This design comes from an exercise in tuning for small area on the open sky130 flow, not from production work.
Power and IR drop assume default switching activity.

## the reference run
## TopDesign
module TopDesign
    (
    input logic clk,
    input logic rst,
    input logic [15:0] swIns,
    input logic [4:0] debouncer,
    output logic [15:0] insLed,
    output logic [6:0] seg,
    output logic dp,
    output logic [3:0] an
    );
    logic up, centre, left, right, down;
    Debouncer upButton    (clk, rst, debouncer[1], up);
    Debouncer centerButton(clk, rst, debouncer[0], centre);
    Debouncer rightButton (clk, rst, debouncer[3], right);
    Debouncer leftButton  (clk, rst, debouncer[2], left);
    Debouncer downButton  (clk, rst, debouncer[4], down);
    logic [4:0] pc;
    logic [3:0] memoryAddress;
    logic [15:0] ir;        
    logic irValid;          
    logic [2:0] op;
    logic clr, run, isStore, isLoad, isAdd, isBranch, stop;
    assign op = ir[15:13];
    assign clr = rst | up;
    assign run = irValid & ~clr;
    assign isStore  = run & (op == 3'b000);
    assign isLoad   = run & (op == 3'b001);
    assign isAdd    = run & (op == 3'b010);
    assign isBranch = run & (op == 3'b101);
    assign stop     = run & (op == 3'b111);
    logic [7:0] regA, regB, memP, memD;
    logic [3:0] wAddr;
    logic [7:0] sum;
    ALU alu(regA, regB, sum);
    logic [7:0] wData;
    assign wAddr = (ir[12] | op[1]) ? ir[11:8] : ir[7:4];
    always_comb
        if (op[1])
            wData = sum;
        else if (ir[12])
            wData = ir[7:0];
        else if (op[0])
            wData = memP;
        else
            wData = regA;
    logic [127:0] regQ, memQ;
    logic [15:0] selA, selB, selD;
    logic [15:0] deR, deM;
    logic [7:0] dIn;
    assign dIn = wData & {8{~clr}};
    WriteDecode writeDecode(wAddr, isLoad | isAdd, isStore, clr, deR, deM);
    RegisterFile registerFile(clk, deR, dIn, regQ);
    RegisterFile memory(clk, deM, dIn, memQ);
    Decode16 decodeA(ir[3:0], selA);
    Decode16 decodeB(ir[7:4], selB);
    Decode16 decodeD(memoryAddress, selD);
    ReadPort readA(regQ, selA, regA);
    ReadPort readB(regQ, selB, regB);
    ReadPort readP(memQ, selA, memP);
    ReadPort readD(memQ, selD, memD);
  ...
Size in the first run: about 51 I/O pins, roughly 0.015 sq mm of cells after synthesis.
clock: 10.0 ns
lec_check: 0
cap_margin: 20
core_margin: 2
core_utilization: 40
slew_margin: 20
synth_hierarchical: 1
standard.sh (not shown) runs the stock make flow with config.mk's settings and CLKGATE_MAP_FILE= SYNTH_SCRIPT=/design/flow/synth_recipe.tcl, a recipe that flattens the netlist after the stock synthesis.
==> flow/flow/run.sh <==
#!/bin/bash
# Layout flow: the standard flow (standard.sh) with these changes.
#  Synthesis: ORFS's synth.tcl with two edits, made here with sed:
#   - Yosys's extract_fa (half/full adder extraction) only runs on the
#     FullAdd module, so the rest of the logic is left to ABC;
#   - ABC uses flow/abc_area.script (area-oriented mapping) instead of
#     ORFS's speed script.
#   Everything else (synth_recipe.tcl's -nofsm -noshare, flatten and renames,
#   the register mapping) is unchanged, so the registers are the standard
#   synthesis's.
#  Placement: port buffers use the smallest buffer cell, buf_1.
#  CTS: clkbuf_16 leaf clusters of up to 28 sinks, no dummy loads.
set -euo pipefail
W=$PWD
sed -e 's|^  extract_fa {\*}\[dont_use_extract_fa_args\]$|  extract_fa {*}[dont_use_extract_fa_args] FullAdd|' \
    -e 's|^  log_cmd abc {\*}\$abc_args$|  lset abc_args 1 '"$W"'/flow/abc_area.script\n  log_cmd abc {*}$abc_args|' \
    "$FLOW_HOME/scripts/synth.tcl" > own_synth.tcl
grep -q 'extract_fa {\*}\[dont_use_extract_fa_args\] FullAdd' own_synth.tcl
grep -q 'flow/abc_area.script' own_synth.tcl
sed -e "s|^source \$::env(SCRIPTS_DIR)/synth.tcl$|source $W/own_synth.tcl|" synth_recipe.tcl > own_synth_recipe.tcl
grep -q own_synth.tcl own_synth_recipe.tcl
sed -e "s|SYNTH_SCRIPT=[^ ]*|SYNTH_SCRIPT=$W/own_synth_recipe.tcl|" standard.sh > own_standard.sh
grep -q own_synth_recipe.tcl own_standard.sh
bash own_standard.sh \
  "BUFFER_PORTS_ARGS=-buffer_cell sky130_fd_sc_hd__buf_1" \
  "CTS_ARGS=-sink_clustering_enable -repair_clock_nets -dont_use_dummy_load -sink_clustering_size 20 -sink_clustering_max_diameter 50 -buf_list sky130_fd_sc_hd__clkbuf_8" \
  finish > standard.log 2>&1
==> flow/flow/abc_area.script <==
&get -n
&st
&dch
&nf -R 1000
&st
&syn2
&dch
&nf -R 1000
&put
topo
stime -c
dnsize -c
What the trial run does differently from the reference run at the input level:
diff --git a/flow/flow/run.sh b/flow/flow/run.sh
--- a/flow/flow/run.sh
+++ b/flow/flow/run.sh
@@ -24,4 +24,4 @@
 bash own_standard.sh \
   "BUFFER_PORTS_ARGS=-buffer_cell sky130_fd_sc_hd__buf_1" \
-  "CTS_ARGS=-sink_clustering_enable -repair_clock_nets -dont_use_dummy_load -sink_clustering_size 20 -sink_clustering_max_diameter 50 -buf_list sky130_fd_sc_hd__clkbuf_8" \
+  "CTS_ARGS=-sink_clustering_enable -repair_clock_nets -dont_use_dummy_load -sink_clustering_size 20 -sink_clustering_max_diameter 50 -buf_list sky130_fd_sc_hd__clkbuf_4 -root_buf sky130_fd_sc_hd__clkbuf_8 -sink_clustering_buffer sky130_fd_sc_hd__clkbuf_8" \
   finish > standard.log 2>&1
Notes after the runs:
The share of total power in combinational logic on the trial run is in line with that on the reference run. Internal power component: the reference run vs the trial run, no meaningful difference. Diff the reference run..the trial run | vias after detailed routing | unchanged.
No run of this note included a check of the RTL's function; only the layout flow was run.

-- re-timing with driven ports --
In the flow no input, the clock included, has a driving cell. The finished layouts below were timed again as built, in two steps. Step 1, drivers: a clkbuf_16 drives clk and a buf_2 each remaining input, both assumed. Step 2, shift: input delay + t, output delay - t, t = (earliest + latest rising clock arrival at the registers) / 2. This alone moves slack from input paths to output paths. a / b / c = ideal / step 1 / step 2; a / b = the first two.
| run | t (ns) | setup WS [ns] | latest minus earliest clock arrival (ns) | worst data-port slew with drivers (ns) | pins driven straight from the clock port |
|---|---|---|---|---|---|
| the reference run | 0.602 | 4.113 / 4.113 / 4.113 | 0.092 / 0.092 | 0.04 | 1 |
| the trial run | 0.602 | 4.113 / 4.113 / 4.113 | 0.092 / 0.092 | 0.04 | 1 |
After both steps every run listed still meets setup and hold.
